This is an optimization exercise on Yosys and OpenROAD, whose aim is small area and a short achievable clock period, not a production implementation. At most, simulation tests tie the RTL to the original design; equivalence was not proved. Power is estimated from default activity; no workload was simulated.

==> branch tundra <==
## Vcpu32Alu
module Vcpu32Alu (
   input    wire          clk,
   input    wire[0:31]    a,
   input    wire[0:31]    b,
   input    wire[0:7]     ac,
   output   wire[0:31]    r,
   output   wire          c,
   output   wire          n,
   output   wire          z,
   output   wire          err
   );
clock: 5.5 ns
lec_check: 0
cap_margin: 20
core_margin: 2
core_utilization: 40
cts_buf_list: sky130_fd_sc_hd__clkbuf_4
setup_slack_margin: 3.0
slew_margin: 20
standard.sh (not shown) runs the stock make flow with config.mk's settings and CLKGATE_MAP_FILE= SYNTH_SCRIPT=/design/flow/synth_recipe.tcl, a recipe that flattens the netlist after the stock synthesis.
==> flow/flow/run.sh <==
#!/bin/bash
# Layout flow: the standard layout (standard.sh, the standard synthesis and ORFS steps unchanged),
# except that each input and output port is buffered with a plain sky130_fd_sc_hd__buf_N cell
# (PORT_BUF below) rather than the delay buffer that buffer_ports picks by default.
# The whole make output goes to standard_flow.log in the work folder; ORFS's per-step logs are
# under orfs/logs/.
set -euo pipefail
cd "$(dirname "${BASH_SOURCE[0]}")/.."
PORT_BUF=sky130_fd_sc_hd__buf_1
export BUFFER_PORTS_ARGS="-buffer_cell ${PORT_BUF}"
bash standard.sh finish > standard_flow.log 2>&1
==> branch nickel (differences from branch tundra) <==
--- a/flow/design.v
+++ b/flow/design.v
@@ -18,16 +18,15 @@
    wire isAdd = ( op == 3'd3 );
    wire selA  = ( op == 3'd1 );
    wire selB  = ( op == 3'd2 );
    wire selAnd = ( op == 3'd5 );
    wire selOr  = ( op == 3'd6 );
    wire selXor = ( op == 3'd7 );
-   wire [31:0] tA = ( sh == 2'd0 ) ? A :
-                    ( sh == 2'd1 ) ? { A[30:0], 1'b0 } :
-                    ( sh == 2'd2 ) ? { A[29:0], 2'b00 } :
-                                     { A[28:0], 3'b000 };
+   wire [3:0]  shD = { sh == 2'd3, sh == 2'd2, sh == 2'd1, sh == 2'd0 };
+   wire [31:0] tA  = ( A & { 32 { shD[0] }} ) | ( { A[30:0], 1'b0 } & { 32 { shD[1] }} ) |
+                     ( { A[29:0], 2'b00 } & { 32 { shD[2] }} ) | ( { A[28:0], 3'b000 } & { 32 { shD[3] }} );
    wire [3:0]  fT = { selA | selB | selAnd | selOr,          
                       selA | isAdd | selOr | selXor,         
                       selB | isAdd | selOr | selXor,         
                       1'b0 };                                
    wire [3:0]  uT = invB ? { fT[2], fT[3], fT[0], fT[1] } : fT;
    wire        gP = isAdd & ~invB;                          
CTS_BUF_LIST = sky130_fd_sc_hd__clkbuf_4 sky130_fd_sc_hd__clkbuf_8   (was sky130_fd_sc_hd__clkbuf_4)
==> qor summary <==
| item | branch tundra | branch nickel |
|---|---|---|
| Vias/cell | 5.02 | 5.44 |
| Layout Cell Area excl Fill | 0.00564 mm2 | 0.00570 mm2 |
| Run status | no timing/DRC/antenna violations | no timing/DRC/antenna violations |
| Share of final-layout standard cells stronger than drive strength 1 | 0.120 | 0.135 |
| First-pass GRT wire length | 18.1 mm | 19.1 mm |
| Share of the final layout cell area in multi-input gates | 0.569 | 0.565 |
| Highest-utilization routing layer at the global route stage | met1 | met2 |
| Clock latency at the later pin of the worst-skew pair | 420 ps | 360 ps |
| Simple-gate share of the synthesized area | 0.102 | 0.114 |
| Post-synthesis cell type count | 52 | 43 |
| Place WS | 2210 ps | 2150 ps |
| Area share of the largest cell type after synthesis | 0.331 | 0.334 |
| Share of the synthesized netlist area taken by xor and xnor gates | 0.141 | 0.143 |
| Clock Skews | 21.1 ps | 7.35 ps |
| Clk slew on worst S/H paths | 100 ps | 70 ps |
| Number of global-route vias before repair | 3498 | 3871 |
| Combinational share of power | 0.280 | 0.265 |
| Power consumption | 1540 uW | 1650 uW |
| Fill cell instance count of the final layout | 1201 | 1184 |
| Global-route met1 utilization | 0.268 | 0.246 |
| Placement-stage cell area | 0.00543 mm2 | 0.00542 mm2 |
| DRT met1 WL | 5.76 mm | 5.58 mm |
Only the layout flow was run in branch nickel; the RTL was not checked for function there.


==> inputs of v26 <==
==> flow/design.v <==
module AluShiftBit (
   input    wire[3:0]   d,
   input    wire[1:0]   sh,
   output   wire        t
   );
   assign t = d[3 - sh];
endmodule
module AluPair (
   input    wire[1:0]   tA,
   input    wire[1:0]   b,
   input    wire[3:0]   u,
   input    wire        gP,
   input    wire        gN,
   input    wire        ci,
   output   wire[1:0]   x,
   output   wire        co
   );
   wire [1:0] l = { u[{ tA[1], b[1] }], u[{ tA[0], b[0] }] };
   wire [1:0] g = tA & (( b & { 2 { gP }} ) | ( ~b & { 2 { gN }} ));
   wire       c1 = g[0] | ( l[0] & ci );
   assign x  = l ^ { c1, ci };
   assign co = g[1] | ( l[1] & c1 );
endmodule
module AluStage2 (
   input    wire[31:0]  x,
   input    wire[15:0]  g,
   input    wire        inv,
   output   wire[31:0]  r,
   output   wire        co
   );
   wire [15:0] p;
   genvar j;
   generate
      for ( j = 0; j < 16; j = j + 1 ) begin : gp
         assign p[j] = x[2*j+1] & x[2*j];
      end
   endgenerate
   wire [15:0] g1, p1, g2, p2, g3, p3, g4;
   generate
      for ( j = 0; j < 16; j = j + 1 ) begin : sk
         if ( j % 2 == 1 ) begin : l1a
            assign g1[j] = g[j] | ( p[j] & g[j-1] );
            assign p1[j] = p[j] & p[j-1];
         end else begin : l1b
            assign g1[j] = g[j];
            assign p1[j] = p[j];
         end
         if ( j % 4 >= 2 ) begin : l2a
            assign g2[j] = g1[j] | ( p1[j] & g1[j - j % 4 + 1] );
            assign p2[j] = p1[j] & p1[j - j % 4 + 1];
         end else begin : l2b
            assign g2[j] = g1[j];
            assign p2[j] = p1[j];
         end
         if ( j % 8 >= 4 ) begin : l3a
            assign g3[j] = g2[j] | ( p2[j] & g2[j - j % 8 + 3] );
            assign p3[j] = p2[j] & p2[j - j % 8 + 3];
         end else begin : l3b
            assign g3[j] = g2[j];
            assign p3[j] = p2[j];
         end
         if ( j >= 8 ) begin : l4a
            assign g4[j] = g3[j] | ( p3[j] & g3[7] );
         end else begin : l4b
            assign g4[j] = g3[j];
         end
      end
   endgenerate
   wire [15:0] cin = { g4[14:0], 1'b0 };
   generate
      for ( j = 0; j < 16; j = j + 1 ) begin : inc
         assign r[2*j]   = x[2*j] ^ cin[j] ^ inv;
         assign r[2*j+1] = x[2*j+1] ^ ( cin[j] & x[2*j] ) ^ inv;
      end
   endgenerate
   assign co = g4[15];
endmodule
module Vcpu32Alu (
   input    wire          clk,
   input    wire[0:31]    a,
   input    wire[0:31]    b,
   input    wire[0:7]     ac,
   output   wire[0:31]    r,
   output   wire          c,
   output   wire          n,
   output   wire          z,
   output   wire          err
   );
   wire [31:0] A    = a;
   wire [31:0] B    = b;
   wire        cin  = ac[0];
   wire        invB = ac[1];
   wire [1:0]  sh   = ac[3:4];
   wire [2:0]  op   = ac[5:7];
   wire isAdd  = ( op == 3'd3 );
   wire selA   = ( op == 3'd1 );
   wire selB   = ( op == 3'd2 );
   wire selAnd = ( op == 3'd5 );
   wire selOr  = ( op == 3'd6 );
   wire selXor = ( op == 3'd7 );
   wire [3:0]  fT = { selA | selB | selAnd | selOr,          
                      selA | isAdd | selOr | selXor,         
                      selB | isAdd | selOr | selXor,         
                      1'b0 };                                
   wire [3:0]  uT = invB ? { fT[2], fT[3], fT[0], fT[1] } : fT;
   wire        gP = isAdd & ~invB;                          
   wire        gN = isAdd & invB;                           
   wire        cinA = cin & isAdd;
   wire [34:0] Ax = { A, 3'b000 };
   wire [31:0] tA;
   wire [31:0] gSum;
   wire [15:0] gCo;
   genvar i;
   generate
      for ( i = 0; i < 32; i = i + 1 ) begin : sb
         AluShiftBit S ( .d( Ax[i+3:i] ), .sh( sh ), .t( tA[i] ));
      end
      for ( i = 0; i < 16; i = i + 1 ) begin : pr
         AluPair P ( .tA( tA[2*i+1:2*i] ), .b( B[2*i+1:2*i] ), .u( uT ), .gP( gP ), .gN( gN ),
                     .ci( i == 0 ? cinA : 1'b0 ), .x( gSum[2*i+1:2*i] ), .co( gCo[i] ));
      end
   endgenerate
   reg [31:0]   s1X;
   reg [15:0]   s1G;
   reg          s1Inv;
   always @( posedge clk ) begin
      s1X   <= gSum;
      s1G   <= gCo;
      s1Inv <= ac[2];
   end
   wire [31:0] rOut;
   wire        rCo;
   AluStage2 U2 ( .x( s1X ), .g( s1G ), .inv( s1Inv ), .r( rOut ), .co( rCo ));
   reg [31:0] s2R;
   reg        s2C;
   always @( posedge clk ) begin
      s2R <= rOut;
      s2C <= rCo;
   end
   assign r   = s2R;
   assign c   = s2C;
   assign n   = s2R[31];
   assign z   = ( s2R == 32'd0 );
   assign err = 1'b0;
endmodule
==> flow/flow/run.sh <==
#!/bin/bash
# Layout flow: the standard layout (standard.sh, the standard synthesis and ORFS steps unchanged),
# except that each input and output port is buffered with a plain sky130_fd_sc_hd__buf_N cell
# (PORT_BUF below) rather than the delay buffer that buffer_ports picks by default.
# The whole make output goes to standard_flow.log in the work folder; ORFS's per-step logs are
# under orfs/logs/.
set -euo pipefail
cd "$(dirname "${BASH_SOURCE[0]}")/.."
PORT_BUF=sky130_fd_sc_hd__buf_1
export BUFFER_PORTS_ARGS="-buffer_cell ${PORT_BUF}"
bash standard.sh finish > standard_flow.log 2>&1
==> flow/standard.sh <==
#!/bin/bash
# synth_recipe.tcl (not shown) runs the flow's synth.tcl, then flattens the netlist and writes it again
# the make line also repeats each setting of config.mk as NAME=value (left out here)
make -C /OpenROAD-flow-scripts/flow DESIGN_CONFIG=/design/flow/config.mk WORK_HOME=/design/flow/orfs CLKGATE_MAP_FILE= SYNTH_SCRIPT=/design/flow/synth_recipe.tcl "${@:-finish}"
==> flow/config.mk <==
export PLATFORM = sky130hd
export DESIGN_NAME = Vcpu32Alu
export DESIGN_NICKNAME = Vcpu32Alu
export VERILOG_FILES = /design/flow/design.v
export SDC_FILE = /design/flow/constraint.sdc
export NUM_CORES = 4
export LEC_CHECK = 0
export CAP_MARGIN = 20
export CORE_MARGIN = 2
export CORE_UTILIZATION = 40
export CTS_BUF_LIST = sky130_fd_sc_hd__clkbuf_4 sky130_fd_sc_hd__clkbuf_8
export SETUP_SLACK_MARGIN = 3.0
export SLEW_MARGIN = 20
export SYNTH_HIERARCHICAL = 1
==> flow/constraint.sdc <==
create_clock -name core_clock -period 5.5 [get_ports {clk}]
set_input_delay 1.1000 -clock core_clock [delete_from_list [all_inputs] [get_ports {clk}]]
set_output_delay 1.1000 -clock core_clock [all_outputs]
set_load 0.01 [all_outputs]
==> inputs of v32, as changes to v26 <==
==> flow/design.v, changed modules only <==
module Vcpu32Alu #(
   parameter K = 4                         
   ) (
   input    wire          clk,
   input    wire[0:31]    a,
   input    wire[0:31]    b,
   input    wire[0:7]     ac,
   output   wire[0:31]    r,
   output   wire          c,
   output   wire          n,
   output   wire          z,
   output   wire          err
   );
   localparam NG = 32 / K;
   wire        cin   = ac[0];
   wire [31:0] tA    = a << ac[3:4];
   wire [31:0] tB    = ac[1] ? ~b : b;
   wire [2:0]  op    = ac[5:7];
   wire        isAdd = ( op == 3'd3 );
   reg  [31:0] tL;
   always @(*) begin
      case ( op )
         3'd1:    tL = tA;
         3'd2:    tL = tB;
         3'd5:    tL = tA & tB;
         3'd6:    tL = tA | tB;
         3'd7:    tL = tA ^ tB;
         default: tL = 32'd0;
      endcase
   end
   wire [31:0]   gSum;
   wire [NG-1:0] gCout;
   genvar j;
   generate
      for ( j = 0; j < NG; j = j + 1 ) begin : grp
         if ( j == 0 ) begin : g0
            assign { gCout[j], gSum[K-1:0] } = tA[K-1:0] + tB[K-1:0] + cin;
         end else begin : gn
            assign { gCout[j], gSum[K*j+K-1:K*j] } = tA[K*j+K-1:K*j] + tB[K*j+K-1:K*j];
         end
      end
   endgenerate
   reg [31:0]   s1X;
   reg [NG-1:0] s1G;
   reg          s1Inv;
   always @( posedge clk ) begin
      s1X   <= isAdd ? gSum : tL;
      s1G   <= isAdd ? gCout : { NG { 1'b0 }};
      s1Inv <= ac[2];
   end
   wire [32:0] gVec;
   generate
      for ( j = 0; j < NG; j = j + 1 ) begin : gv
         assign gVec[K*j+K] = s1G[j];
         assign gVec[K*j+K-1:K*j+1] = 0;
      end
   endgenerate
   assign gVec[0] = 1'b0;
   wire [32:0] sum = { 1'b0, s1X } + gVec;
   reg [31:0] s2R;
   reg        s2C;
   always @( posedge clk ) begin
      s2R <= sum[31:0] ^ { 32 { s1Inv }};
      s2C <= sum[32];
   end
   assign r   = s2R;
   assign c   = s2C;
   assign n   = s2R[31];
   assign z   = ( s2R == 32'd0 );
   assign err = 1'b0;
endmodule
// module AluShiftBit removed
// module AluPair removed
// module AluStage2 removed
==> flow/run.sh (new file) <==
#!/bin/bash
# synth_recipe.tcl (not shown) runs the flow's synth.tcl, then flattens the netlist and writes it again
# the make line also repeats each setting of config.mk as NAME=value (left out here)
make -C /OpenROAD-flow-scripts/flow DESIGN_CONFIG=/design/flow/config.mk WORK_HOME=/design/flow/orfs CLKGATE_MAP_FILE= SYNTH_SCRIPT=/design/flow/synth_recipe.tcl finish
Settings changed: CTS_BUF_LIST sky130_fd_sc_hd__clkbuf_4 sky130_fd_sc_hd__clkbuf_8 to not set, SETUP_SLACK_MARGIN 3.0 to not set, SYNTH_HIERARCHICAL 1 to not set.
removed: flow/flow/run.sh
removed: flow/standard.sh
==> inputs of v8, as changes to v26 <==
==> flow/flow/run.sh (replaced) <==
#!/bin/bash
# Layout flow: the standard layout (standard.sh: the standard synthesis script and ORFS steps), with
# two changes:
#  - each input and output port is buffered with a plain sky130_fd_sc_hd__buf_1 (PORT_BUF) rather than
#    the delay buffer that buffer_ports picks by default;
#  - the 4-input multiplexer cells (slow select inputs) are added to the platform's don't-use list
#    (EXTRA_DONT_USE), so synthesis builds the A pre-shift from 2-input multiplexers.
# The whole make output goes to standard_flow.log in the work folder; ORFS's per-step logs are
# under orfs/logs/.
set -euo pipefail
cd "$(dirname "${BASH_SOURCE[0]}")/.."
PORT_BUF=sky130_fd_sc_hd__buf_1
EXTRA_DONT_USE="sky130_fd_sc_hd__mux4_1 sky130_fd_sc_hd__mux4_2 sky130_fd_sc_hd__mux4_4"
export BUFFER_PORTS_ARGS="-buffer_cell ${PORT_BUF}"
# the platform's own don't-use list, as ORFS's make computes it
PLATFORM_DONT_USE=$(make -s -C "$FLOW_HOME" DESIGN_CONFIG="$PWD/config.mk" WORK_HOME="$PWD/orfs" \
  print-DONT_USE_CELLS 2> dont_use_probe.log | sed -n 's/^DONT_USE_CELLS: *//p')
echo "platform don't-use: $PLATFORM_DONT_USE" > dont_use.log
[[ -n "$PLATFORM_DONT_USE" ]]
bash standard.sh "DONT_USE_CELLS=${PLATFORM_DONT_USE} ${EXTRA_DONT_USE}" finish > standard_flow.log 2>&1
==> comparison table <==
metric                                                                          v32                      v26                       v8
Outcome                                                     complete, no violations  complete, no violations  complete, no violations
Multiplexer area fraction after synthesis                                     0.115                    0.353                    0.408
Setup WS post-layout                                                        1.36 ns                  2.82 ns                  2.76 ns
Worst path slowest cell                                             clkdlybuf4s50_1                   mux4_2                   nor4_4
Setup Crit Path Kind                                                      in -> reg                in -> reg               reg -> out
Layout cells sized above 1                                                   0.0760                    0.279                    0.120
Gate count of the mapped netlist                                                752                      380                      508
Setup crit end                                                              s1X[13]                   s1G[0]                        z
Multi-input gate area                                                 0.00463 sq mm            0.00391 sq mm            0.00424 sq mm
Violation count after the first detailed-routing iteration                      391                      323                      251
Register share of total power                                                 0.335                    0.440                    0.424
CTS-repair resized insts                                                          0                       27                       17
Post-synthesis to final-layout area growth                                    22.9%                    25.7%                    21.7%
Core Footprint                                                         0.0160 sq mm             0.0127 sq mm             0.0139 sq mm
Worst min-delay path startpoint                                              s1X[0]                   s1X[0]                   s1X[1]
Proportion of final cell area spent on non-clock buffers                      0.138                   0.0832                   0.0837
Largest clock skew in the final design                                    0.0105 ns                0.0143 ns               0.00687 ns
Post-synthesis area per instance                                         8.76 sq um               13.7 sq um               11.2 sq um
Worst endpoint required time                                                5.69 ns                  5.76 ns                  4.40 ns
Adder-cell area share of the yosys netlist                                    0.164                    0.115                    0.106
Global Route met1 Usage                                                       0.279                    0.261                    0.270
Final cell count without fillers                                              1,058                      703                      838
Crit. Startpoint                                                              ac[4]                    ac[5]                   s2R[2]
Function was not checked in any run of this note: the RTL went through the layout flow alone.

afterwards: timing with drivers on the ports:
The flow's constraints put no driver on any port. The routed layouts listed below were extracted and timed again, unchanged, in two steps. Step 1 (the two cells are an assumption about what drives the block):
set clk [get_ports {clk}]
set_driving_cell -lib_cell sky130_fd_sc_hd__clkbuf_16 $clk
set_driving_cell -lib_cell sky130_fd_sc_hd__buf_2 [delete_from_list [all_inputs] $clk]
Step 2, shift: input delay + t, output delay - t, t = (earliest + latest rising clock arrival at the registers) / 2. This alone moves slack from input paths to output paths. Slacks: no drivers / after step 1 / after step 2; pairs: no drivers / after step 1.
| run | t (ns) | setup slack, ns | hold slack, ns | latest minus earliest clock arrival (ns) |
|---|---|---|---|---|
| branch tundra | 0.434 | 2.979 / 2.951 / 2.662 | 0.421 / 0.421 / 0.421 | 0.021 / 0.021 |
| branch nickel | 0.389 | 2.926 / 2.894 / 2.672 | 0.424 / 0.424 / 0.424 | 0.007 / 0.007 |
| v26 | 0.390 | 2.817 / 2.813 / 2.424 | 0.464 / 0.464 / 0.464 | 0.014 / 0.015 |
| v32 | 0.363 | 1.359 / 1.374 / 1.011 | 0.417 / 0.417 / 0.417 | 0.011 / 0.011 |
| v8 | 0.403 | 2.758 / 2.724 / 2.594 | 0.420 / 0.420 / 0.420 | 0.007 / 0.007 |
After both steps setup and hold are still met in every run listed. The setup slack of v26, which loses most, moves by -0.004 ns with the drivers and by -0.393 ns with both steps.
